Source: an optimization exercise on an open RTL-to-GDS flow (aim: small area). Production flows keep margins and buffers that such runs may drop. In this exercise RTL edits were held to simulation tests only and were not proved equivalent to the original. Power figures rest on the tool's default switching activity, not on a simulated workload.

<file path="constraint.sdc">
create_clock -name core_clock -period 6.5 [get_ports {clk}]
set_input_delay 1.3000 -clock core_clock [delete_from_list [all_inputs] [get_ports {clk}]]
set_output_delay 1.3000 -clock core_clock [all_outputs]
set_load 0.01 [all_outputs]
</file>
<file path="standard.sh">
#!/bin/bash
# synth_recipe.tcl (not shown) runs the flow's synth.tcl, then flattens the netlist and writes it again
# the make line also repeats each setting of config.mk as NAME=value (left out here)
make -C /OpenROAD-flow-scripts/flow DESIGN_CONFIG=/design/flow/config.mk WORK_HOME=/design/flow/orfs CLKGATE_MAP_FILE= SYNTH_SCRIPT=/design/flow/synth_recipe.tcl "${@:-finish}"
</file>
<file path="design.v">
module dff(clk, reset, d, q);
input clk;
input reset;
input  [15:0] d;
output [15:0] q; 
reg    [15:0] q_r;
always @(posedge clk)
begin
    if(reset)
        q_r <= 0;
    else
        q_r <= d;
end
assign q = q_r; 
endmodule
module fir(clk, din, reset, dout);
input clk;
input signed [7:0] din;
input reset;
output signed [15:0] dout;
reg [7:0] x1;
reg [7:0] x2;
reg [7:0] x3;
reg [7:0] x4;
reg [7:0] x5;
reg [7:0] x6;
reg [7:0] x7;
reg [7:0] x8;
reg [7:0] x9;
reg [7:0] x10;
reg [7:0] x11;
reg [7:0] x12;
wire rst_n = ~reset;
wire [7:0] d1;
an r1 (.a(rst_n), .b(din[0]), .y(d1[0]));
nd r2 (.a(rst_n), .b(din[1]), .y(d1[1]));
an r3 (.a(rst_n), .b(din[2]), .y(d1[2]));
nd r4 (.a(rst_n), .b(din[3]), .y(d1[3]));
nd r5 (.a(rst_n), .b(din[4]), .y(d1[4]));
nd r6 (.a(rst_n), .b(din[5]), .y(d1[5]));
an r7 (.a(rst_n), .b(din[6]), .y(d1[6]));
nd r8 (.a(rst_n), .b(din[7]), .y(d1[7]));
wire [7:0] d2;
nd r9 (.a(rst_n), .b(x1[0]), .y(d2[0]));
og r10 (.a(reset), .b(x1[1]), .y(d2[1]));
nd r11 (.a(rst_n), .b(x1[2]), .y(d2[2]));
nr r12 (.a(reset), .b(x1[3]), .y(d2[3]));
og r13 (.a(reset), .b(x1[4]), .y(d2[4]));
nr r14 (.a(reset), .b(x1[5]), .y(d2[5]));
nd r15 (.a(rst_n), .b(x1[6]), .y(d2[6]));
nr r16 (.a(reset), .b(x1[7]), .y(d2[7]));
wire [7:0] d3;
nr r17 (.a(reset), .b(x2[0]), .y(d3[0]));
nr r18 (.a(reset), .b(x2[1]), .y(d3[1]));
nr r19 (.a(reset), .b(x2[2]), .y(d3[2]));
an r20 (.a(rst_n), .b(x2[3]), .y(d3[3]));
nr r21 (.a(reset), .b(x2[4]), .y(d3[4]));
an r22 (.a(rst_n), .b(x2[5]), .y(d3[5]));
nr r23 (.a(reset), .b(x2[6]), .y(d3[6]));
nd r24 (.a(rst_n), .b(x2[7]), .y(d3[7]));
wire [7:0] d4;
nd r25 (.a(rst_n), .b(x3[0]), .y(d4[0]));
nd r26 (.a(rst_n), .b(x3[1]), .y(d4[1]));
nd r27 (.a(rst_n), .b(x3[2]), .y(d4[2]));
nd r28 (.a(rst_n), .b(x3[3]), .y(d4[3]));
nd r29 (.a(rst_n), .b(x3[4]), .y(d4[4]));
nd r30 (.a(rst_n), .b(x3[5]), .y(d4[5]));
an r31 (.a(rst_n), .b(x3[6]), .y(d4[6]));
og r32 (.a(reset), .b(x3[7]), .y(d4[7]));
wire [7:0] d5;
og r33 (.a(reset), .b(x4[0]), .y(d5[0]));
nr r34 (.a(reset), .b(x4[1]), .y(d5[1]));
nr r35 (.a(reset), .b(x4[2]), .y(d5[2]));
nr r36 (.a(reset), .b(x4[3]), .y(d5[3]));
nr r37 (.a(reset), .b(x4[4]), .y(d5[4]));
nr r38 (.a(reset), .b(x4[5]), .y(d5[5]));
nd r39 (.a(rst_n), .b(x4[6]), .y(d5[6]));
nr r40 (.a(reset), .b(x4[7]), .y(d5[7]));
wire [7:0] d6;
og r41 (.a(reset), .b(x5[0]), .y(d6[0]));
nd r42 (.a(rst_n), .b(x5[1]), .y(d6[1]));
nd r43 (.a(rst_n), .b(x5[2]), .y(d6[2]));
nd r44 (.a(rst_n), .b(x5[3]), .y(d6[3]));
nd r45 (.a(rst_n), .b(x5[4]), .y(d6[4]));
nd r46 (.a(rst_n), .b(x5[5]), .y(d6[5]));
nr r47 (.a(reset), .b(x5[6]), .y(d6[6]));
an r48 (.a(rst_n), .b(x5[7]), .y(d6[7]));
wire [7:0] d7;
og r49 (.a(reset), .b(x6[0]), .y(d7[0]));
nr r50 (.a(reset), .b(x6[1]), .y(d7[1]));
nr r51 (.a(reset), .b(x6[2]), .y(d7[2]));
nr r52 (.a(reset), .b(x6[3]), .y(d7[3]));
nr r53 (.a(reset), .b(x6[4]), .y(d7[4]));
nr r54 (.a(reset), .b(x6[5]), .y(d7[5]));
nd r55 (.a(rst_n), .b(x6[6]), .y(d7[6]));
an r56 (.a(rst_n), .b(x6[7]), .y(d7[7]));
wire [7:0] d8;
og r57 (.a(reset), .b(x7[0]), .y(d8[0]));
nd r58 (.a(rst_n), .b(x7[1]), .y(d8[1]));
nd r59 (.a(rst_n), .b(x7[2]), .y(d8[2]));
nd r60 (.a(rst_n), .b(x7[3]), .y(d8[3]));
nd r61 (.a(rst_n), .b(x7[4]), .y(d8[4]));
nd r62 (.a(rst_n), .b(x7[5]), .y(d8[5]));
nr r63 (.a(reset), .b(x7[6]), .y(d8[6]));
nd r64 (.a(rst_n), .b(x7[7]), .y(d8[7]));
wire [7:0] d9;
nr r65 (.a(reset), .b(x8[0]), .y(d9[0]));
nr r66 (.a(reset), .b(x8[1]), .y(d9[1]));
nr r67 (.a(reset), .b(x8[2]), .y(d9[2]));
nr r68 (.a(reset), .b(x8[3]), .y(d9[3]));
nr r69 (.a(reset), .b(x8[4]), .y(d9[4]));
nr r70 (.a(reset), .b(x8[5]), .y(d9[5]));
an r71 (.a(rst_n), .b(x8[6]), .y(d9[6]));
og r72 (.a(reset), .b(x8[7]), .y(d9[7]));
wire [7:0] d10;
nd r73 (.a(rst_n), .b(x9[0]), .y(d10[0]));
nd r74 (.a(rst_n), .b(x9[1]), .y(d10[1]));
nd r75 (.a(rst_n), .b(x9[2]), .y(d10[2]));
nd r76 (.a(rst_n), .b(x9[3]), .y(d10[3]));
nd r77 (.a(rst_n), .b(x9[4]), .y(d10[4]));
nd r78 (.a(rst_n), .b(x9[5]), .y(d10[5]));
nd r79 (.a(rst_n), .b(x9[6]), .y(d10[6]));
nr r80 (.a(reset), .b(x9[7]), .y(d10[7]));
wire [7:0] d11;
og r81 (.a(reset), .b(x10[0]), .y(d11[0]));
nr r82 (.a(reset), .b(x10[1]), .y(d11[1]));
og r83 (.a(reset), .b(x10[2]), .y(d11[2]));
nr r84 (.a(reset), .b(x10[3]), .y(d11[3]));
nr r85 (.a(reset), .b(x10[4]), .y(d11[4]));
nr r86 (.a(reset), .b(x10[5]), .y(d11[5]));
nr r87 (.a(reset), .b(x10[6]), .y(d11[6]));
nd r88 (.a(rst_n), .b(x10[7]), .y(d11[7]));
wire [7:0] d12;
nr r89 (.a(reset), .b(x11[0]), .y(d12[0]));
nd r90 (.a(rst_n), .b(x11[1]), .y(d12[1]));
nr r91 (.a(reset), .b(x11[2]), .y(d12[2]));
nd r92 (.a(rst_n), .b(x11[3]), .y(d12[3]));
nd r93 (.a(rst_n), .b(x11[4]), .y(d12[4]));
an r94 (.a(rst_n), .b(x11[5]), .y(d12[5]));
nd r95 (.a(rst_n), .b(x11[6]), .y(d12[6]));
nr r96 (.a(reset), .b(x11[7]), .y(d12[7]));
always @(posedge clk) begin
  x1 <= d1;
  x2 <= d2;
  x3 <= d3;
  x4 <= d4;
  x5 <= d5;
  x6 <= d6;
  x7 <= d7;
  x8 <= d8;
  x9 <= d9;
  x10 <= d10;
  x11 <= d11;
  x12 <= d12;
end
wire s1;
wire c2;
wire s3;
wire c4;
wire s5;
wire c6;
wire s7;
wire c8;
wire s9;
wire c10;
wire s11;
wire c12;
wire s13;
wire c14;
wire s15;
wire c16;
wire s17;
wire c18;
wire n19;
wire s20;
wire c21;
wire s22;
wire c23;
wire s24;
wire c25;
wire s26;
wire c27;
wire s28;
wire c29;
wire n30;
wire s31;
wire c32;
wire s33;
wire c34;
wire s35;
wire c36;
wire s37;
wire c38;
wire s39;
wire c40;
wire s41;
wire c42;
wire s43;
wire c44;
wire s45;
wire c46;
wire n47;
wire s48;
wire c49;
wire s50;
wire c51;
wire s52;
wire c53;
wire n54;
wire s55;
wire c56;
wire s57;
wire c58;
wire s59;
wire c60;
wire s61;
wire c62;
wire s63;
wire c64;
wire s65;
wire c66;
wire s67;
wire c68;
wire n69;
wire s70;
wire c71;
wire s72;
wire c73;
wire s74;
wire c75;
wire n76;
wire s77;
wire c78;
wire n79;
wire s80;
wire c81;
wire s82;
wire c83;
wire s84;
wire c85;
wire s86;
wire c87;
wire n88;
wire s89;
wire c90;
wire s91;
wire c92;
wire s93;
wire c94;
wire s95;
wire c96;
wire s97;
wire c98;
wire n99;
wire s100;
wire c101;
wire s102;
wire c103;
wire n104;
wire s105;
wire c106;
wire s107;
wire c108;
wire n109;
wire s110;
wire c111;
wire s112;
wire c113;
wire s114;
wire c115;
wire n116;
wire s117;
wire c118;
wire s119;
wire c120;
wire s121;
wire c122;
wire s123;
wire c124;
wire s125;
wire c126;
wire s127;
wire c128;
wire s129;
wire c130;
wire s131;
wire c132;
wire s133;
wire c134;
wire s135;
wire c136;
wire s137;
wire c138;
wire s139;
wire c140;
wire s141;
wire c142;
wire n143;
wire s144;
wire c145;
wire s146;
wire c147;
wire s148;
wire c149;
wire s150;
wire c151;
wire s152;
wire c153;
wire s154;
wire c155;
wire s156;
wire c157;
wire n158;
wire s159;
wire c160;
wire s161;
wire c162;
wire s163;
wire c164;
wire s165;
wire c166;
wire s167;
wire c168;
wire s169;
wire c170;
wire s171;
wire c172;
wire n173;
wire s174;
wire c175;
wire s176;
wire c177;
wire n178;
wire s179;
wire c180;
wire s181;
wire c182;
wire s183;
wire c184;
wire s185;
wire c186;
wire s187;
wire c188;
wire n189;
wire s190;
wire c191;
wire n192;
wire s193;
wire c194;
wire s195;
wire c196;
wire n197;
wire s198;
wire c199;
wire n200;
wire s201;
wire c202;
wire n203;
wire s204;
wire c205;
wire n206;
wire s207;
wire c208;
wire n209;
wire s210;
wire c211;
wire n212;
wire s213;
wire c214;
wire s215;
wire c216;
wire s217;
wire c218;
wire s219;
wire c220;
wire n221;
wire s222;
wire c223;
wire s224;
wire c225;
wire s226;
wire c227;
wire n228;
wire s229;
wire c230;
wire n231;
wire s232;
wire c233;
wire s234;
wire c235;
wire s236;
wire c237;
wire s238;
wire c239;
wire n240;
wire s241;
wire c242;
wire n243;
wire s244;
wire c245;
wire s246;
wire c247;
wire n248;
wire s249;
wire c250;
wire n251;
wire s252;
wire c253;
wire s254;
wire c255;
wire s256;
wire c257;
wire s258;
wire c259;
wire n260;
wire s261;
wire c262;
wire s263;
wire c264;
wire s265;
wire c266;
wire n267;
wire s268;
wire c269;
wire s270;
wire c271;
wire s272;
wire c273;
wire n274;
wire s275;
wire c276;
wire n277;
wire s278;
wire c279;
wire n280;
wire s281;
wire c282;
wire s283;
wire c284;
wire n285;
wire s286;
wire c287;
wire s288;
wire c289;
wire s290;
wire c291;
wire n292;
wire s293;
wire c294;
wire n295;
wire s296;
wire c297;
wire s298;
wire c299;
wire s300;
wire c301;
wire s302;
wire c303;
wire s304;
wire c305;
wire s306;
wire c307;
wire s308;
wire c309;
wire s310;
wire c311;
wire n312;
wire s313;
wire c314;
wire s315;
wire c316;
wire s317;
wire c318;
wire s319;
wire c320;
wire s321;
wire c322;
wire s323;
wire c324;
wire s325;
wire c326;
wire n327;
wire s328;
wire c329;
wire s330;
wire c331;
wire n332;
wire s333;
wire c334;
wire s335;
wire c336;
wire s337;
wire c338;
wire s339;
wire c340;
wire n341;
wire s342;
wire c343;
wire s344;
wire c345;
wire n346;
wire s347;
wire c348;
wire n349;
wire s350;
wire c351;
wire s352;
wire c353;
wire n354;
wire s355;
wire c356;
wire s357;
wire c358;
wire g359;
wire p360;
wire g361;
wire p362;
wire g363;
wire p364;
wire g365;
wire g366;
wire g367;
wire p368;
wire g369;
wire p370;
wire g371;
wire g372;
wire g373;
wire g374;
wire g375;
wire g376;
wire s377;
wire s378;
wire s379;
wire s380;
wire s381;
wire s382;
wire s383;
wire s384;
ha u2 (.a(x3[0]), .b(x9[0]), .s(s1), .co(c2));
fa u4 (.a(x3[1]), .b(x9[1]), .ci(c2), .s(s3), .co(c4));
fa u6 (.a(x3[2]), .b(x9[2]), .ci(c4), .s(s5), .co(c6));
fa u8 (.a(x3[3]), .b(x9[3]), .ci(c6), .s(s7), .co(c8));
fa u10 (.a(x3[4]), .b(x9[4]), .ci(c8), .s(s9), .co(c10));
fa u12 (.a(x3[5]), .b(x9[5]), .ci(c10), .s(s11), .co(c12));
fa u14 (.a(x3[6]), .b(x9[6]), .ci(c12), .s(s13), .co(c14));
fa u16 (.a(x3[7]), .b(x9[7]), .ci(c14), .s(s15), .co(c16));
xr u18 (.a(x4[0]), .b(x8[0]), .y(s17));
nr v18 (.a(x4[0]), .b(x8[0]), .y(c18));
assign n19 = ~c18;
fa u21 (.a(x4[1]), .b(x8[1]), .ci(n19), .s(s20), .co(c21));
fa u23 (.a(x4[2]), .b(x8[2]), .ci(c21), .s(s22), .co(c23));
fa u25 (.a(x4[3]), .b(x8[3]), .ci(c23), .s(s24), .co(c25));
fa u27 (.a(x4[4]), .b(x8[4]), .ci(c25), .s(s26), .co(c27));
fa u29 (.a(x4[5]), .b(x8[5]), .ci(c27), .s(s28), .co(c29));
assign n30 = ~c29;
fa u32 (.a(x4[6]), .b(x8[6]), .ci(n30), .s(s31), .co(c32));
fa u34 (.a(x4[7]), .b(x8[7]), .ci(c32), .s(s33), .co(c34));
xr u36 (.a(x5[0]), .b(x7[0]), .y(s35));
nr v36 (.a(x5[0]), .b(x7[0]), .y(c36));
fa u38 (.a(x5[1]), .b(x7[1]), .ci(c36), .s(s37), .co(c38));
fa u40 (.a(x5[2]), .b(x7[2]), .ci(c38), .s(s39), .co(c40));
fa u42 (.a(x5[3]), .b(x7[3]), .ci(c40), .s(s41), .co(c42));
fa u44 (.a(x5[4]), .b(x7[4]), .ci(c42), .s(s43), .co(c44));
fa u46 (.a(x5[5]), .b(x7[5]), .ci(c44), .s(s45), .co(c46));
assign n47 = ~c46;
fa u49 (.a(x5[6]), .b(x7[6]), .ci(n47), .s(s48), .co(c49));
fa u51 (.a(x5[7]), .b(x7[7]), .ci(c49), .s(s50), .co(c51));
fa u53 (.a(x12[0]), .b(x6[0]), .ci(s1), .s(s52), .co(c53));
assign n54 = ~s17;
fa u56 (.a(n54), .b(s52), .ci(din[0]), .s(s55), .co(c56));
xr u58 (.a(x12[1]), .b(x1[0]), .y(s57));
nr v58 (.a(x12[1]), .b(x1[0]), .y(c58));
fa u60 (.a(x11[0]), .b(x2[0]), .ci(x10[0]), .s(s59), .co(c60));
fa u62 (.a(x6[0]), .b(x6[1]), .ci(s57), .s(s61), .co(c62));
fa u64 (.a(s59), .b(c53), .ci(s3), .s(s63), .co(c64));
fa u66 (.a(s20), .b(s61), .ci(din[1]), .s(s65), .co(c66));
fa u68 (.a(s63), .b(c56), .ci(s65), .s(s67), .co(c68));
assign n69 = ~s35;
fa u71 (.a(n69), .b(s55), .ci(s67), .s(s70), .co(c71));
xr u73 (.a(x12[2]), .b(x1[1]), .y(s72));
nd v73 (.a(x12[2]), .b(x1[1]), .y(c73));
fa u75 (.a(x2[1]), .b(x10[1]), .ci(x6[1]), .s(s74), .co(c75));
assign n76 = ~x11[1];
fa u78 (.a(x6[2]), .b(n76), .ci(c58), .s(s77), .co(c78));
assign n79 = ~s35;
fa u81 (.a(s17), .b(s72), .ci(n79), .s(s80), .co(c81));
fa u83 (.a(c60), .b(s74), .ci(s77), .s(s82), .co(c83));
fa u85 (.a(c62), .b(s80), .ci(din[2]), .s(s84), .co(c85));
fa u87 (.a(s5), .b(s22), .ci(s82), .s(s86), .co(c87));
assign n88 = ~s37;
fa u90 (.a(n88), .b(c64), .ci(c66), .s(s89), .co(c90));
fa u92 (.a(s84), .b(s86), .ci(s89), .s(s91), .co(c92));
fa u94 (.a(c68), .b(c71), .ci(s91), .s(s93), .co(c94));
xr u96 (.a(x12[3]), .b(x1[2]), .y(s95));
nr v96 (.a(x12[3]), .b(x1[2]), .y(c96));
fa u98 (.a(x11[2]), .b(x2[2]), .ci(x10[2]), .s(s97), .co(c98));
assign n99 = ~c73;
fa u101 (.a(x6[2]), .b(x6[3]), .ci(n99), .s(s100), .co(c101));
fa u103 (.a(s95), .b(s1), .ci(c75), .s(s102), .co(c103));
assign n104 = ~s37;
fa u106 (.a(c78), .b(s97), .ci(n104), .s(s105), .co(c106));
fa u108 (.a(s100), .b(c81), .ci(din[3]), .s(s107), .co(c108));
assign n109 = ~s102;
fa u111 (.a(s20), .b(s39), .ci(n109), .s(s110), .co(c111));
fa u113 (.a(c83), .b(s105), .ci(c85), .s(s112), .co(c113));
fa u115 (.a(s107), .b(s7), .ci(s24), .s(s114), .co(c115));
assign n116 = ~s110;
fa u118 (.a(c87), .b(c90), .ci(n116), .s(s117), .co(c118));
fa u120 (.a(s112), .b(s114), .ci(c92), .s(s119), .co(c120));
fa u122 (.a(s117), .b(s119), .ci(c94), .s(s121), .co(c122));
fa u124 (.a(x12[4]), .b(x11[3]), .ci(x2[3]), .s(s123), .co(c124));
fa u126 (.a(x1[3]), .b(x10[3]), .ci(x6[3]), .s(s125), .co(c126));
fa u128 (.a(x6[4]), .b(c96), .ci(c98), .s(s127), .co(c128));
fa u130 (.a(s125), .b(c101), .ci(s3), .s(s129), .co(c130));
fa u132 (.a(din[4]), .b(c103), .ci(s127), .s(s131), .co(c132));
fa u134 (.a(s123), .b(s39), .ci(s22), .s(s133), .co(c134));
fa u136 (.a(c106), .b(s129), .ci(c108), .s(s135), .co(c136));
fa u138 (.a(s41), .b(c111), .ci(s133), .s(s137), .co(c138));
fa u140 (.a(s131), .b(c113), .ci(s135), .s(s139), .co(c140));
fa u142 (.a(s9), .b(s26), .ci(c115), .s(s141), .co(c142));
assign n143 = ~s137;
fa u145 (.a(c118), .b(n143), .ci(s139), .s(s144), .co(c145));
fa u147 (.a(s141), .b(c120), .ci(s144), .s(s146), .co(c147));
xr u149 (.a(c122), .b(s146), .y(s148));
nr v149 (.a(c122), .b(s146), .y(c149));
fa u151 (.a(x12[5]), .b(x1[4]), .ci(x2[4]), .s(s150), .co(c151));
fa u153 (.a(x10[4]), .b(x6[4]), .ci(x6[5]), .s(s152), .co(c153));
fa u155 (.a(x11[4]), .b(s35), .ci(c124), .s(s154), .co(c155));
fa u157 (.a(c126), .b(s150), .ci(s152), .s(s156), .co(c157));
assign n158 = ~s154;
fa u160 (.a(din[5]), .b(c128), .ci(n158), .s(s159), .co(c160));
fa u162 (.a(c130), .b(s5), .ci(s156), .s(s161), .co(c162));
fa u164 (.a(s41), .b(s24), .ci(c134), .s(s163), .co(c164));
fa u166 (.a(c132), .b(s159), .ci(s161), .s(s165), .co(c166));
fa u168 (.a(s43), .b(c138), .ci(s163), .s(s167), .co(c168));
fa u170 (.a(c136), .b(s165), .ci(c140), .s(s169), .co(c170));
fa u172 (.a(s11), .b(s28), .ci(c142), .s(s171), .co(c172));
assign n173 = ~s167;
fa u175 (.a(n173), .b(c145), .ci(s169), .s(s174), .co(c175));
fa u177 (.a(s171), .b(c147), .ci(s174), .s(s176), .co(c177));
assign n178 = ~s176;
ha u180 (.a(c149), .b(n178), .s(s179), .co(c180));
fa u182 (.a(x12[6]), .b(x11[5]), .ci(x2[5]), .s(s181), .co(c182));
fa u184 (.a(x1[5]), .b(x10[5]), .ci(x6[0]), .s(s183), .co(c184));
fa u186 (.a(x6[5]), .b(c151), .ci(c153), .s(s185), .co(c186));
fa u188 (.a(x6[6]), .b(s181), .ci(s37), .s(s187), .co(c188));
assign n189 = ~c155;
fa u191 (.a(s183), .b(din[6]), .ci(n189), .s(s190), .co(c191));
assign n192 = ~s187;
fa u194 (.a(c157), .b(s185), .ci(n192), .s(s193), .co(c194));
fa u196 (.a(c160), .b(s190), .ci(s7), .s(s195), .co(c196));
assign n197 = ~s43;
fa u199 (.a(c162), .b(s193), .ci(n197), .s(s198), .co(c199));
assign n200 = ~s195;
fa u202 (.a(s26), .b(c164), .ci(n200), .s(s201), .co(c202));
assign n203 = ~s45;
fa u205 (.a(c166), .b(n203), .ci(s198), .s(s204), .co(c205));
assign n206 = ~c170;
fa u208 (.a(c168), .b(s201), .ci(n206), .s(s207), .co(c208));
assign n209 = ~s31;
fa u211 (.a(s13), .b(c172), .ci(n209), .s(s210), .co(c211));
assign n212 = ~s207;
fa u214 (.a(s204), .b(c175), .ci(n212), .s(s213), .co(c214));
fa u216 (.a(s210), .b(c177), .ci(s213), .s(s215), .co(c216));
xr u218 (.a(x12[7]), .b(x1[6]), .y(s217));
nr v218 (.a(x12[7]), .b(x1[6]), .y(c218));
fa u220 (.a(x2[6]), .b(x10[6]), .ci(x6[1]), .s(s219), .co(c220));
assign n221 = ~x6[7];
fa u223 (.a(x11[6]), .b(x6[6]), .ci(n221), .s(s222), .co(c223));
fa u225 (.a(s217), .b(c184), .ci(s219), .s(s224), .co(c225));
fa u227 (.a(c182), .b(s222), .ci(din[7]), .s(s226), .co(c227));
assign n228 = ~c186;
fa u230 (.a(n228), .b(s39), .ci(c188), .s(s229), .co(c230));
assign n231 = ~s226;
fa u233 (.a(s224), .b(c191), .ci(n231), .s(s232), .co(c233));
fa u235 (.a(c194), .b(s9), .ci(s232), .s(s234), .co(c235));
fa u237 (.a(s229), .b(s45), .ci(s28), .s(s236), .co(c237));
fa u239 (.a(c196), .b(c199), .ci(s234), .s(s238), .co(c239));
assign n240 = ~c202;
fa u242 (.a(n240), .b(s48), .ci(c205), .s(s241), .co(c242));
assign n243 = ~s238;
fa u245 (.a(s236), .b(n243), .ci(c208), .s(s244), .co(c245));
fa u247 (.a(s15), .b(c211), .ci(s241), .s(s246), .co(c247));
assign n248 = ~c214;
fa u250 (.a(s33), .b(s244), .ci(n248), .s(s249), .co(c250));
assign n251 = ~s249;
fa u253 (.a(s246), .b(c216), .ci(n251), .s(s252), .co(c253));
xr u255 (.a(x1[7]), .b(x11[7]), .y(s254));
nr v255 (.a(x1[7]), .b(x11[7]), .y(c255));
fa u257 (.a(x2[7]), .b(x10[7]), .ci(x6[2]), .s(s256), .co(c257));
fa u259 (.a(x6[7]), .b(c218), .ci(s254), .s(s258), .co(c259));
assign n260 = ~c223;
fa u262 (.a(c220), .b(n260), .ci(s256), .s(s261), .co(c262));
fa u264 (.a(s258), .b(c225), .ci(s261), .s(s263), .co(c264));
fa u266 (.a(c227), .b(s41), .ci(c230), .s(s265), .co(c266));
assign n267 = ~s265;
fa u269 (.a(s263), .b(c233), .ci(n267), .s(s268), .co(c269));
fa u271 (.a(s11), .b(c235), .ci(s268), .s(s270), .co(c271));
fa u273 (.a(s48), .b(s31), .ci(c239), .s(s272), .co(c273));
assign n274 = ~c237;
fa u276 (.a(n274), .b(c16), .ci(s270), .s(s275), .co(c276));
assign n277 = ~c34;
fa u279 (.a(s50), .b(n277), .ci(c242), .s(s278), .co(c279));
assign n280 = ~c245;
fa u282 (.a(s272), .b(n280), .ci(s275), .s(s281), .co(c282));
fa u284 (.a(s278), .b(c247), .ci(s281), .s(s283), .co(c284));
assign n285 = ~c250;
fa u287 (.a(n285), .b(s283), .ci(c253), .s(s286), .co(c287));
fa u289 (.a(x6[3]), .b(c255), .ci(c257), .s(s288), .co(c289));
fa u291 (.a(c259), .b(s288), .ci(c262), .s(s290), .co(c291));
assign n292 = ~s43;
fa u294 (.a(c264), .b(s290), .ci(n292), .s(s293), .co(c294));
assign n295 = ~c266;
fa u297 (.a(n295), .b(s293), .ci(c269), .s(s296), .co(c297));
fa u299 (.a(s13), .b(c271), .ci(s296), .s(s298), .co(c299));
fa u301 (.a(c51), .b(s50), .ci(s33), .s(s300), .co(c301));
fa u303 (.a(c273), .b(c276), .ci(s298), .s(s302), .co(c303));
fa u305 (.a(c279), .b(s300), .ci(c282), .s(s304), .co(c305));
fa u307 (.a(s302), .b(c284), .ci(s304), .s(s306), .co(c307));
xr u309 (.a(x6[4]), .b(c289), .y(s308));
nd v309 (.a(x6[4]), .b(c289), .y(c309));
fa u311 (.a(s308), .b(c291), .ci(c294), .s(s310), .co(c311));
assign n312 = ~s45;
fa u314 (.a(n312), .b(s310), .ci(c297), .s(s313), .co(c314));
fa u316 (.a(c51), .b(c34), .ci(s15), .s(s315), .co(c316));
fa u318 (.a(s313), .b(c299), .ci(c301), .s(s317), .co(c318));
fa u320 (.a(s315), .b(c303), .ci(s317), .s(s319), .co(c320));
xr u322 (.a(c305), .b(s319), .y(s321));
nr v322 (.a(c305), .b(s319), .y(c322));
fa u324 (.a(x6[5]), .b(s48), .ci(c311), .s(s323), .co(c324));
fa u326 (.a(c16), .b(s323), .ci(c314), .s(s325), .co(c326));
assign n327 = ~c309;
fa u329 (.a(n327), .b(c316), .ci(s325), .s(s328), .co(c329));
fa u331 (.a(c318), .b(s328), .ci(c320), .s(s330), .co(c331));
assign n332 = ~x6[6];
fa u334 (.a(n332), .b(s50), .ci(c324), .s(s333), .co(c334));
fa u336 (.a(s333), .b(c326), .ci(c329), .s(s335), .co(c336));
xr u338 (.a(x6[7]), .b(c51), .y(s337));
nd v338 (.a(x6[7]), .b(c51), .y(c338));
xr u340 (.a(s337), .b(c334), .y(s339));
nr v340 (.a(s337), .b(c334), .y(c340));
assign n341 = ~s215;
ha u343 (.a(c180), .b(n341), .s(s342), .co(c343));
xr u345 (.a(c287), .b(s306), .y(s344));
nr v345 (.a(c287), .b(s306), .y(c345));
assign n346 = ~c307;
ha u348 (.a(s321), .b(n346), .s(s347), .co(c348));
assign n349 = ~s330;
ha u351 (.a(c322), .b(n349), .s(s350), .co(c351));
xr u353 (.a(c331), .b(s335), .y(s352));
nr v353 (.a(c331), .b(s335), .y(c353));
assign n354 = ~c336;
ha u356 (.a(s339), .b(n354), .s(s355), .co(c356));
ha u358 (.a(c338), .b(c340), .s(s357), .co(c358));
assign g359 = 1'b0 | (~s252 & c343);
assign p360 = s344 & ~s286;
assign g361 = c351 | (s350 & c348);
assign p362 = s350 & s347;
assign g363 = c356 | (s355 & c353);
assign p364 = s355 & s352;
assign g365 = 1'b0 | (~s286 & g359);
assign g366 = c345 | (p360 & g359);
assign g367 = c353 | (s352 & g361);
assign p368 = s352 & p362;
assign g369 = g363 | (p364 & g361);
assign p370 = p364 & p362;
assign g371 = c348 | (s347 & g366);
assign g372 = g361 | (p362 & g366);
assign g373 = g367 | (p368 & g366);
assign g374 = g369 | (p370 & g366);
assign g375 = c358 | (s357 & g374);
assign g376 = c358 | (s357 & g374);
xr w377 (.a(s252), .b(c343), .y(s377));
xr w378 (.a(s286), .b(g359), .y(s378));
xn w379 (.a(s344), .b(g365), .y(s379));
xn w380 (.a(s347), .b(g366), .y(s380));
xn w381 (.a(s350), .b(g371), .y(s381));
xn w382 (.a(s352), .b(g372), .y(s382));
xn w383 (.a(s355), .b(g373), .y(s383));
xn w384 (.a(s357), .b(g374), .y(s384));
reg [15:0] y;
wire [15:0] dy;
an r97 (.a(rst_n), .b(s55), .y(dy[0]));
nr r98 (.a(reset), .b(s70), .y(dy[1]));
nr r99 (.a(reset), .b(s93), .y(dy[2]));
nr r100 (.a(reset), .b(s121), .y(dy[3]));
an r101 (.a(rst_n), .b(s148), .y(dy[4]));
an r102 (.a(rst_n), .b(s179), .y(dy[5]));
an r103 (.a(rst_n), .b(s342), .y(dy[6]));
nr r104 (.a(reset), .b(s377), .y(dy[7]));
nr r105 (.a(reset), .b(s378), .y(dy[8]));
nr r106 (.a(reset), .b(s379), .y(dy[9]));
nr r107 (.a(reset), .b(s380), .y(dy[10]));
nr r108 (.a(reset), .b(s381), .y(dy[11]));
nr r109 (.a(reset), .b(s382), .y(dy[12]));
nr r110 (.a(reset), .b(s383), .y(dy[13]));
nr r111 (.a(reset), .b(s384), .y(dy[14]));
nr r112 (.a(reset), .b(g375), .y(dy[15]));
always @(posedge clk) begin
  y <= dy;
end
assign dout = y;
endmodule
module fa(a, b, ci, s, co);
input a, b, ci;
output s, co;
assign s = a ^ b ^ ci;
assign co = (a & b) | (a & ci) | (b & ci);
endmodule
module xr(a, b, y);
input a, b;
output y;
assign y = a ^ b;
endmodule
module xn(a, b, y);
input a, b;
output y;
assign y = ~(a ^ b);
endmodule
module nr(a, b, y);
input a, b;
output y;
assign y = ~(a | b);
endmodule
module nd(a, b, y);
input a, b;
output y;
assign y = ~(a & b);
endmodule
module an(a, b, y);
input a, b;
output y;
assign y = a & b;
endmodule
module og(a, b, y);
input a, b;
output y;
assign y = a | b;
endmodule
module ha(a, b, s, co);
input a, b;
output s, co;
assign s = a ^ b;
assign co = a & b;
endmodule
</file>
<file path="config.mk">
export PLATFORM = sky130hd
export DESIGN_NAME = fir
export DESIGN_NICKNAME = fir
export VERILOG_FILES = /design/flow/design.v
export SDC_FILE = /design/flow/constraint.sdc
export NUM_CORES = 4
export LEC_CHECK = 0
export CAP_MARGIN = 20
export CORE_MARGIN = 2
export CORE_UTILIZATION = 70
export CTS_BUF_LIST = sky130_fd_sc_hd__clkbuf_4 sky130_fd_sc_hd__clkbuf_8
export GPL_ROUTABILITY_DRIVEN = 0
export GPL_TIMING_DRIVEN = 0
export PLACE_DENSITY = 0.8
export SLEW_MARGIN = 20
export SYNTH_HIERARCHICAL = 1
export SYNTH_MINIMUM_KEEP_SIZE = 0
</file>
<file path="flow/run.sh">
#!/bin/bash
# Layout flow: the standard flow (standard.sh, unchanged synthesis), with
# the ports buffered by the smallest buffer and no dummy loads on the clock tree.
set -euo pipefail
bash standard.sh \
  BUFFER_PORTS_ARGS="-buffer_cell sky130_fd_sc_hd__buf_1" \
  CTS_ARGS="-sink_clustering_enable -repair_clock_nets -buf_list {sky130_fd_sc_hd__clkbuf_8} -sink_clustering_size 28 -sink_clustering_max_diameter 100 -dont_use_dummy_load" \
  finish > flow.log 2>&1
</file>
==> summary.md, run 1 <==
| Metric | Value |
|---|---|
| Synth top area cells | `fa_1 (45%), dfxtp_1 (37%), nor2_1 (3.7%)` |
| Yosys warnings | `7` |
| Max Fclk | `0.156 GHz` |
| Final WS setup | `0.0942 ns` |
| Top routing layer in use | `met4` |
| Initial antenna violation count | `0` |
| Clock Pin Slew Worst Setup and Hold Paths | `0.10 ns` |
| Synth Register Bits | `112` |
| Clock Tree Buf Depth | `2` |
| Hold_buf cts | `0` |
| Slew Limit Fails | `0` |
| Cell variety after synth | `23` |
| Clk_skew | `0.0326 ns` |
| Core area | `8300 µm²` |
| Worst r2r path cells | `18` |
| Vias in the first global route | `3684` |
| Crit path DAT | `6.65 ns` |
| H-tree levels | `3` |
| Met3 Routed Length | `455 µm` |
| Skew-Pair Late Insertion Delay | `0.37 ns` |
| Top-count cell post-synth | `fa_1` |
| Gr usage total | `26.2%` |
| Crit-path max FO | `4` |
| RSZ-0062 raised after global routing | `yes` |
| First-pass GRT wire length | `18400 µm` |
| Leading area contributor after synthesis | `fa_1` |
| Die Wd | `97.0 µm` |
| Rows | `33` |
| Startpoint types | `flop` |
| Period Utilization, post-route | `98.6%` |
| Vias per cell | `5.43` |
| WL met2 | `6400 µm` |
| IO buf count | `25` |
| Hold Path Depth | `1` |
| Reg-to-Reg End | `y[11]$_DFF_P_` |
| Root Driver | `clkbuf_8` |
| Mapped cell area | `6050 µm²` |
| Slew @ Worst Pin | `0.503 ns` |
| Layout area overhead | `9.21%` |
| Max Cap Viol | `0` |
| Avg Cell Area, Syn | `13.0 µm²` |
| Lkg Pwr | `2.54 nW` |
| Antenna Nets Post-Route | `0` |
| Full die area | `9400 µm²` |
| DR vias | `3331` |
| Cells after synthesis | `464` |
| Final TNS setup | `0 ns` |
| Final Hold Fails | `0` |
| CP required | `6.75 ns` |
| Worst Hold Path EP | `x4[2]$_DFF_P_` |
| Worst Hold Class | `reg -> reg` |
| Register area share after synthesis | `37.1%` |
| Layout cells sized above 1 | `10.6%` |
| Status | `timing/DRC/antenna clean` |
| Syn Nets | `616` |
| Num CTS Buffers | `9` |
| Ys flop type | `dfxtp_1` |
| Tmin final | `6.41 ns` |
| DRC viols | `0` |
| R2r setup slk | `0.09 ns` |
| Layout Nets | `662` |
| Wirelength per Cell | `18.9 µm` |
| Post-synth top cells | `fa_1 (135), dfxtp_1 (112), nor2_1 (59)` |
| # IOs | `26` |
| Detailed Route WL | `11600 µm` |
| Largest net degree at the start of global routing | `45` |
| Count of final setup violators | `0` |
| Final Core Density | `79.6%` |
| Initial DRC Count | `159` |
| Pwr dens | `400 nW/µm²` |
| Hpwl dp | `9150 µm` |
| Diodes inserted | `0` |
| Drt first pass iters | `4` |
| Pre-CTS setup slack | `-0.140 ns` |
| Post-synth EDFFs | `0` |
| Max_slew headroom | `66.4%` |
| Setup Crit Path Kind | `reg -> reg` |
| TritonCTS clock tree | `built` |
| Ys async rst share | `0%` |
| Post-synth top area share | `44.7%` |
| Max IR drop VDD | `0.000452 V` |
| Hold path startpoint | `x3[2]$_DFF_P_` |
| Met1 WL | `4460 µm` |
| Initial Util | `72.9%` |
| Die Span Y | `97.0 µm` |
| RR Startpoint | `x5[0]$_DFF_P_` |
| Remaining global-route overflow | `0` |
| Crit end category | `flop` |
| Clk sink count | `112` |
registers in the layout, indices dropped and copies added (netlist names):
signal and count:
x4 8, y 16, x9 8, x3 8, x2 8, x7 8
x12 8, x6 8, x8 8, x11 8, x10 8, x1 8
x5 8
final cells by class:
type	instances	area [µm²]
tap	105	131
clock buffer	9	124
inverter	44	165
sequential	112	2250
multi-input combinational	308	3730
timing repair buffer	35	203
fill	459	1690
layer usage:
| layer | vias to the layer above | global-route usage [%] |
|---|---|---|
| met2 | 93 | 46.5 |
| met1 | 1748 | 33.5 |
| met3 | 21 | 4.05 |
| met5 | - | 0 |
| met4 | 0 | 8.13 |
| li1 | 1469 | - |
per-module statistics from Yosys (local to each module, per instance):
module | times used | flops+latches | area, µm²
fir | 1 | 112 | 2530
fa | 135 | 0 | 20.0
ha | 7 | 0 | 12.5
xn | 6 | 0 | 8.76
xr | 16 | 0 | 8.76
an | 14 | 0 | 6.26
og | 10 | 0 | 6.26
nd | 43 | 0 | 3.75
nr | 59 | 0 | 3.75
cells in the final DEF, fill, tap and decap left out, drive strengths merged:
cell type,n
and2b,1
xnor2,6
nor2,59
clkbuf,9
a221o,1
inv,44
and3,2
and4bb,1
buf,35
nor2b,1
a31o,1
dfxtp,112
o31ai,1
o21bai,1
nor3,1
a21o,1
a21oi,3
ha,7
o21ai,2
fa,135
or2,11
nand2,44
and2,14
xor2,16
how the worst max path moves through the flow:
stage             startpoint            end  slack (ns)  depth (start not counted)
6_report       x5[0]$_DFF_P_  y[11]$_DFF_P_        0.09                         18
5_1_grt        x7[0]$_DFF_P_  y[11]$_DFF_P_       -0.05                         18
4_1_cts        x6[3]$_DFF_P_  y[14]$_DFF_P_       0.005                         16
3_5_place_dp   x3[0]$_DFF_P_  y[14]$_DFF_P_       -0.14                         18
3_3_place_gp   x3[0]$_DFF_P_  y[14]$_DFF_P_       -0.14                         18
2_1_floorplan         din[3]  y[14]$_DFF_P_        0.28                         15
per-stage QoR:
stage	cell area, µm²	cells	power, mW	hold slack [ns]
2_1_floorplan	6050	464	1.82	0.358
3_3_place_gp	6270	594	2.01	0.366
3_5_place_dp	6320	596	2.10	0.368
4_1_cts	6480	606	2.43	0.392
5_1_grt	6610	613	2.84	0.410
6_report	6610	613	2.64	0.394
worst max-delay path, stage by stage (launching register included):
cell and delay (ns):
dfxtp_4 0.39, nor2_4 0.04, fa_2 0.39, fa_2 0.43, fa_2 0.61, fa_1 0.43, inv_1 0.08, fa_1 0.43
fa_1 0.50, fa_1 0.52, fa_2 0.45, fa_2 0.35, fa_1 0.52, xor2_2 0.20, and4bb_1 0.23, or2_4 0.25
a21o_2 0.22, xnor2_1 0.17, nor2_1 0.08
report_power, final:
| group | switching [mW] | internal (mW) |
|---|---|---|
| combinational | 0.765 | 0.788 |
| clock | 0.204 | 0.125 |
| sequential | 0.0163 | 0.743 |
| total | 0.986 | 1.66 |
kinds of logic after synthesis:
family	Yosys count	synth area share, %
buf+inv	44	2.73
fa+ha+maj	142	46.1
flops	112	37.1
compound gates	10	1.12
xor+xnor	22	3.19
simple gates	134	9.76
timing repair:
action                                  CTS  global route
pin swaps                                 3             8
resized for setup                         7            24
setup buffers                             1             7
endpoints found under the setup margin    5             5
==> inputs of run 2 (changes only) <==
==> flow/run.sh (replaced) <==
#!/bin/bash
# Layout flow: the standard flow (standard.sh, unchanged synthesis), with
# the ports buffered by the smallest buffer and no dummy loads on the clock tree.
set -euo pipefail
bash standard.sh \
  BUFFER_PORTS_ARGS="-buffer_cell sky130_fd_sc_hd__buf_1" \
  CTS_ARGS="-sink_clustering_enable -repair_clock_nets -buf_list {sky130_fd_sc_hd__clkbuf_4 sky130_fd_sc_hd__clkbuf_8} -dont_use_dummy_load" \
  finish > flow.log 2>&1
==> summary.md, run 2 <==
| Metric | Value |
|---|---|
| Ys async rst share | `0%` |
| Hold path startpoint | `x3[2]$_DFF_P_` |
| Clk sink count | `112` |
| Tmin final | `6.41 ns` |
| Clock Pin Slew Worst Setup and Hold Paths | `0.10 ns` |
| Ys flop type | `dfxtp_1` |
| IO buf count | `25` |
| Biggest register | `y` |
| Max IR drop VDD | `0.000452 V` |
| Worst r2r path cells | `18` |
| Initial antenna violation count | `0` |
| Hpwl dp | `9150 µm` |
| Wirelength per Cell | `18.9 µm` |
| Crit-path max FO | `4` |
| Mapped cell area | `6050 µm²` |
| Hold Path Depth | `1` |
| Post-synth EDFFs | `0` |
| RR Startpoint | `x5[0]$_DFF_P_` |
| Status | `timing/DRC/antenna clean` |
| Diodes inserted | `0` |
| Cell variety after synth | `23` |
| Top-count cell post-synth | `fa_1` |
| Worst Hold Path EP | `x4[2]$_DFF_P_` |
| # IOs | `26` |
| Worst Hold Class | `reg -> reg` |
| Initial Util | `72.9%` |
| Layout Cells excl Fill | `613` |
| Drt first pass iters | `4` |
| Clock Tree Buf Depth | `2` |
| CP peak stage delay | `0.61 ns` |
| Remaining global-route overflow | `0` |
| Post-synth top area share | `44.7%` |
| Commonest cells after routing, fill and taps aside | `fa_1 (115), dfxtp_1 (109), nor2_1 (58), nand2_1 (44), inv_1 (43)` |
| Max Cap Viol | `0` |
| Period Utilization, post-route | `98.6%` |
| Crit path DAT | `6.65 ns` |
| R2r setup slk | `0.09 ns` |
| Full die area | `9400 µm²` |
| Leading area contributor after synthesis | `fa_1` |
| Final Hold Fails | `0` |
| Count of final setup violators | `0` |
| Synth top area cells | `fa_1 (45%), dfxtp_1 (37%), nor2_1 (3.7%)` |
| CP required | `6.75 ns` |
| Bufs and invs on worst path | `1` |
| Register area share after synthesis | `37.1%` |
| Core area | `8300 µm²` |
| Initial DRC Count | `159` |
| Hold_buf cts | `0` |
| Avg Cell Area, Syn | `13.0 µm²` |
| Antenna Nets Post-Route | `0` |
| TritonCTS clock tree | `built` |
| Post-synth top cells | `fa_1 (135), dfxtp_1 (112), nor2_1 (59)` |
| Family with the most delay on the worst path | `adder cells` |
| Rows | `33` |
| Worst path cell trace | `nor2_4 > fa_2 > fa_2 > fa_2 > fa_1 > inv_1 > fa_1 > fa_1 > fa_1 > fa_2 > fa_2 > fa_1 > xor2_2 > and4bb_1 > or2_4 > a21o_2 > xnor2_1 > nor2_1` |
| Lkg Pwr | `2.54 nW` |
| Slew Limit Fails | `0` |
| Pwr dens | `400 nW/µm²` |
| Syn Nets | `616` |
| H-tree levels | `3` |
| Vias per cell | `5.43` |
| Cells after synthesis | `464` |
| Startpoint types | `flop` |
| Final WS setup | `0.0942 ns` |
| RSZ-0062 raised after global routing | `yes` |
| Layout cells sized above 1 | `10.6%` |
| Yosys warnings | `7` |
| Setup Crit Path Kind | `reg -> reg` |
| Max FFs per register | `16` |
| Root Driver | `clkbuf_8` |
| Reg-to-Reg End | `y[11]$_DFF_P_` |
| Max_slew headroom | `66.4%` |
| Crit end category | `flop` |
| Placed insts | `596` |
| DRC viols | `0` |
| Hold slack | `0.394 ns` |
| Layout Nets | `662` |
| Crit-path slowest cell | `fa_2` |
| Slew @ Worst Pin | `0.503 ns` |
| Max Fclk | `0.156 GHz` |
| Gr usage total | `26.2%` |
| Layout area overhead | `9.21%` |
| Clk_skew | `0.0326 ns` |
| Num CTS Buffers | `9` |
| Commonest non-fill, non-tap cell in the layout | `fa_1` |
| DR vias | `3331` |
| Detailed Route WL | `11600 µm` |
| Vias in the first global route | `3684` |
| Filler Cell Count | `459` |
| Largest net degree at the start of global routing | `45` |
| Pre-CTS setup slack | `-0.140 ns` |
| Die Span Y | `97.0 µm` |
| First-pass GRT wire length | `18400 µm` |
| Skew-Pair Late Insertion Delay | `0.37 ns` |
| Die Wd | `97.0 µm` |
| Final Core Density | `79.6%` |
| Synth Register Bits | `112` |
| Tot Pwr | `2.64 mW` |
[run 2: cells by family after synthesis]
group | share of synthesized area (%)
AND/OR/NAND/NOR | 9.76
adder cells (fa/ha/maj) | 46.1
XOR/XNOR | 3.19
buffers and inverters | 2.73
AO/OA/AOI/OAI | 1.12
flip-flops | 37.1
[run 2: how the worst max path moves through the flow]
| stage | from | to | slack (ns) | depth (start not counted) |
|---|---|---|---|---|
| finish | x5[0]$_DFF_P_ | y[11]$_DFF_P_ | 0.09 | 18 |
| CTS | x6[3]$_DFF_P_ | y[14]$_DFF_P_ | 0.005 | 16 |
| floorplan | din[3] | y[14]$_DFF_P_ | 0.28 | 15 |
| global placement | x3[0]$_DFF_P_ | y[14]$_DFF_P_ | -0.14 | 18 |
| global route | x7[0]$_DFF_P_ | y[11]$_DFF_P_ | -0.05 | 18 |
| detailed placement | x3[0]$_DFF_P_ | y[14]$_DFF_P_ | -0.14 | 18 |
[run 2: cell type report]
class / instances / area (µm²) / share of cell area [%]
inverter: 44 / 165 / 2.50
timing repair buffer: 35 / 203 / 3.07
tap: 105 / 131 / 1.99
multi-input combinational: 308 / 3730 / 56.5
sequential: 112 / 2250 / 34.0
clock buffer: 9 / 124 / 1.88
[run 2: Yosys stat by module (local to each module, per instance)]
module  flip-flops and latches  copies in the design  cells
fa                           0                   135      1
nr                           0                    59      1
xn                           0                     6      1
ha                           0                     7      1
an                           0                    14      1
fir                        112                     1    174
xr                           0                    16      1
nd                           0                    43      1
og                           0                    10      1
[run 2: power by group]
group / leakage [nW] / switching, mW / total, mW / internal (mW)
clock network: 0.0647 / 0.204 / 0.329 / 0.125
registers: 0.912 / 0.0163 / 0.760 / 0.743
logic: 1.56 / 0.765 / 1.55 / 0.788
[run 2: worst reg2reg max path, stage by stage, from the launching register on]
cell      delay, ns
dfxtp_4        0.39
nor2_4         0.04
fa_2           0.39
fa_2           0.43
fa_2           0.61
fa_1           0.43
inv_1          0.08
fa_1           0.43
fa_1           0.50
fa_1           0.52
fa_2           0.45
fa_2           0.35
fa_1           0.52
xor2_2         0.20
and4bb_1       0.23
or2_4          0.25
a21o_2         0.23
xnor2_1        0.17
nor2_1         0.08
[run 2: per-layer routing]
layer	wire length, µm	vias up	track usage [%]
met1	4460	1748	33.5
met5	0	-	0
met2	6400	93	46.5
li1	-	1469	-
met3	455	21	4.05
met4	253	0	8.13
[run 2: through the flow]
stage / TNS [ns] / area (µm²)
after floorplan: 0 / 6050
after global placement: -0.366 / 6270
after detailed placement: -0.460 / 6320
after CTS: 0 / 6480
after global routing: -0.0892 / 6610
final: 0 / 6610
[run 2: what timing repair did]
item,CTS,global route
gates resized for setup,7,24
endpoints found under the setup margin,5,5
buffers inserted,1,7
pin swaps,3,8
==> inputs of run 3 (changes only) <==
==> flow/run.sh (replaced) <==
#!/bin/bash
# Layout flow: the standard flow (standard.sh, unchanged synthesis), with
# the ports buffered by the smallest buffer and no dummy loads on the clock tree.
set -euo pipefail
bash standard.sh \
  BUFFER_PORTS_ARGS="-buffer_cell sky130_fd_sc_hd__buf_1" \
  CTS_ARGS="-sink_clustering_enable -repair_clock_nets -buf_list {sky130_fd_sc_hd__clkbuf_4 sky130_fd_sc_hd__clkbuf_8 sky130_fd_sc_hd__clkbuf_16} -sink_clustering_size 40 -sink_clustering_max_diameter 150 -dont_use_dummy_load" \
  finish > flow.log 2>&1
==> summary.md, run 3 <==
| Metric | Value |
|---|---|
| Status | `timing/DRC/antenna clean` |
| Final Hold Fails | `0` |
| Wirelength per Cell | `18.9 µm` |
| CP startpoint | `x5[0]$_DFF_P_` |
| Crit-path max FO | `4` |
| Cells after synthesis | `464` |
| Ys flop type | `dfxtp_1` |
| Max FFs per register | `16` |
| Commonest cells after routing, fill and taps aside | `fa_1 (115), dfxtp_1 (109), nor2_1 (58), nand2_1 (44), inv_1 (43)` |
| R2r setup slk | `0.09 ns` |
| Layout cells sized above 1 | `10.6%` |
| Initial DRC Count | `159` |
| Gr usage total | `26.2%` |
| Comb pwr share | `58.8%` |
| Count of final setup violators | `0` |
| Placed insts | `596` |
| Top-count cell post-synth | `fa_1` |
| DR vias | `3331` |
| Pwr dens | `400 nW/µm²` |
| Remaining global-route overflow | `0` |
| Crit end category | `flop` |
| Drt first pass iters | `4` |
| Max Fclk | `0.156 GHz` |
| RR Startpoint | `x5[0]$_DFF_P_` |
| Biggest register | `y` |
| Cell variety after synth | `23` |
| Slew @ Worst Pin | `0.503 ns` |
| Hpwl dp | `9150 µm` |
| Mapped cell area | `6050 µm²` |
| Slew Limit Fails | `0` |
| Detailed Route WL | `11600 µm` |
| Worst Hold Path EP | `x4[2]$_DFF_P_` |
| Commonest non-fill, non-tap cell in the layout | `fa_1` |
| Worst Hold Class | `reg -> reg` |
| Largest net degree at the start of global routing | `45` |
| Post-synth top area share | `44.7%` |
| H-tree levels | `3` |
| Layout area overhead | `9.21%` |
| Crit path DAT | `6.65 ns` |
| Synth Register Bits | `112` |
| Layout Nets | `662` |
| Skew-Pair Late Insertion Delay | `0.37 ns` |
| Max IR drop VDD | `0.000452 V` |
| First-pass GRT wire length | `18400 µm` |
| Hold_buf cts | `0` |
| # IOs | `26` |
| Max Cap Viol | `0` |
| Clock Pin Slew Worst Setup and Hold Paths | `0.10 ns` |
| Die Wd | `97.0 µm` |
| Ys async rst share | `0%` |
| TritonCTS clock tree | `built` |
| Hold path startpoint | `x3[2]$_DFF_P_` |
| Period Utilization, post-route | `98.6%` |
| Antenna Nets Post-Route | `0` |
| Max_slew headroom | `66.4%` |
| Setup Crit Path Kind | `reg -> reg` |
| RSZ-0062 raised after global routing | `yes` |
| IO buf count | `25` |
| Diodes inserted | `0` |
| Rows | `33` |
| Worst r2r path cells | `18` |
| Leading area contributor after synthesis | `fa_1` |
| Hold Path Depth | `1` |
| Vias per cell | `5.43` |
| Tot Pwr | `2.64 mW` |
| Num CTS Buffers | `9` |
| Clock power frac | `12.5%` |
| Internal power | `1.66 mW` |
| Lkg Pwr | `2.54 nW` |
| Psw | `0.986 mW` |
| Reg-to-Reg End | `y[11]$_DFF_P_` |
| Clk sink count | `112` |
| Sw Ratio | `37.3%` |
| Startpoint types | `flop` |
| Root Driver | `clkbuf_8` |
| Register area share after synthesis | `37.1%` |
| CP required | `6.75 ns` |
| Clock Tree Buf Depth | `2` |
| DRC viols | `0` |
| Initial Util | `72.9%` |
| Syn Nets | `616` |
| Post-synth top cells | `fa_1 (135), dfxtp_1 (112), nor2_1 (59)` |
| Core area | `8300 µm²` |
| Avg Cell Area, Syn | `13.0 µm²` |
| Tmin final | `6.41 ns` |
| Layout Cells excl Fill | `613` |
| Full die area | `9400 µm²` |
| Clk_skew | `0.0326 ns` |
| Die Span Y | `97.0 µm` |
| Synth top area cells | `fa_1 (45%), dfxtp_1 (37%), nor2_1 (3.7%)` |
| Yosys warnings | `7` |
| Sequential fraction of design power | `28.7%` |
| Initial antenna violation count | `0` |
| Post-synth EDFFs | `0` |
| Vias in the first global route | `3684` |
## run 3: worst max-delay path: stages (launching register included)
cell and delay (ns):
dfxtp_4 0.39, nor2_4 0.04, fa_2 0.39, fa_2 0.43, fa_2 0.61, fa_1 0.43, inv_1 0.08, fa_1 0.43
fa_1 0.50, fa_1 0.52, fa_2 0.45, fa_2 0.35, fa_1 0.52, xor2_2 0.20, and4bb_1 0.23, or2_4 0.25
a21o_2 0.22, xnor2_1 0.17, nor2_1 0.08
## run 3: per-stage QoR
step / utilization, % / hold WS [ns] / setup TNS [ns] / setup WS, ns / area (µm²)
5_1_grt: 79.6 / 0.410 / -0.0892 / -0.0458 / 6610
3_5_place_dp: 76.2 / 0.368 / -0.460 / -0.140 / 6320
4_1_cts: 78.0 / 0.392 / 0 / 0.00490 / 6480
3_3_place_gp: 75.6 / 0.366 / -0.366 / -0.139 / 6270
2_1_floorplan: - / 0.358 / 0 / 0.278 / 6050
6_report: 79.6 / 0.394 / 0 / 0.0942 / 6610
## run 3: cell families (layout without fill, tap and decap cells)
kind of cell    count (synthesis)  after routing  synth area share [%]
compound gates                 10             10                  1.12
xor+xnor                       22             22                  3.19
fa+ha+maj                     142            142                  46.1
buf+inv                        44             88                  2.73
flops                         112            112                  37.1
simple gates                  134            134                  9.76
## run 3: worst max-delay path by stage
stage / cells after the start / endpoint / slack, ns
6_report: 18 / y[11]$_DFF_P_ / 0.09
5_1_grt: 18 / y[11]$_DFF_P_ / -0.05
4_1_cts: 16 / y[14]$_DFF_P_ / 0.005
3_5_place_dp: 18 / y[14]$_DFF_P_ / -0.14
3_3_place_gp: 18 / y[14]$_DFF_P_ / -0.14
2_1_floorplan: 15 / y[14]$_DFF_P_ / 0.28
## run 3: layout make-up
class	instances	area (µm²)
multi-input cells	308	3730
flip-flops and latches	112	2250
fillers	459	1690
repair buffers	35	203
well taps	105	131
inverters	44	165
clock buffers	9	124
## run 3: power by group through the flow
| stage | clock [mW] | sequential (mW) | combinational [mW] |
|---|---|---|---|
| 2_1_floorplan | 0 | 0.795 | 1.03 |
| 3_3_place_gp | 0 | 0.774 | 1.24 |
| 3_5_place_dp | 0 | 0.776 | 1.32 |
| 4_1_cts | 0.339 | 0.760 | 1.33 |
| 5_1_grt | 0.360 | 0.764 | 1.72 |
| 6_report | 0.329 | 0.760 | 1.55 |
## run 3: per-module statistics from Yosys, one instance, submodules excluded
module | area (µm²) | flip-flops and latches | cells inside
nd | 3.75 | 0 | 1
og | 6.26 | 0 | 1
an | 6.26 | 0 | 1
fir | 2530 | 112 | 174
xr | 8.76 | 0 | 1
fa | 20.0 | 0 | 1
ha | 12.5 | 0 | 1
nr | 3.75 | 0 | 1
xn | 8.76 | 0 | 1
## run 3: layer usage
layer / global-route usage (%) / part of all wire (%) / up-vias
met4: 8.13 / 2.2 / 0
met3: 4.05 / 3.9 / 21
met1: 33.5 / 39 / 1748
met5: 0 / 0 / -
met2: 46.5 / 55 / 93
li1: - / - / 1469
## run 3: what timing repair did
action,4_1_cts,5_1_grt
gates cloned,0,0
setup buffers,1,7
pin swaps,3,8
endpoints found under the hold margin,0,0
gates resized for setup,7,24
setup endpoints to repair,5,5

what the ideal ports hide:
How much do the figures lean on ideal ports? The routed layouts below were timed once more, with nothing changed but the port constraints.
Step 1 sets driving cells, clkbuf_16 on the clock port and buf_2 on the other inputs (assumed; they add their load-dependent delay and slew).
Step 2 adds t to the input delays and takes it off the output delays; t is the mean of the earliest and latest rising clock arrival at the registers after step 1. Input paths then give back, and output paths get back, about the clock's delay inside the block.
Three values: no drivers, after step 1, after step 2; two values: the first two.
| run | shift t [ns] | slack for setup (ns) | worst setup path after step 2 | pins driven straight from the clock port |
|---|---|---|---|---|
| run 1 | 0.391 | 0.094 / 0.094 / -0.070 | input to register | 1 |
| run 2 | 0.391 | 0.094 / 0.094 / -0.070 | input to register | 1 |
| run 3 | 0.391 | 0.094 / 0.094 / -0.070 | input to register | 1 |
With both steps, setup timing fails in every run listed, where it was met with ideal ports.
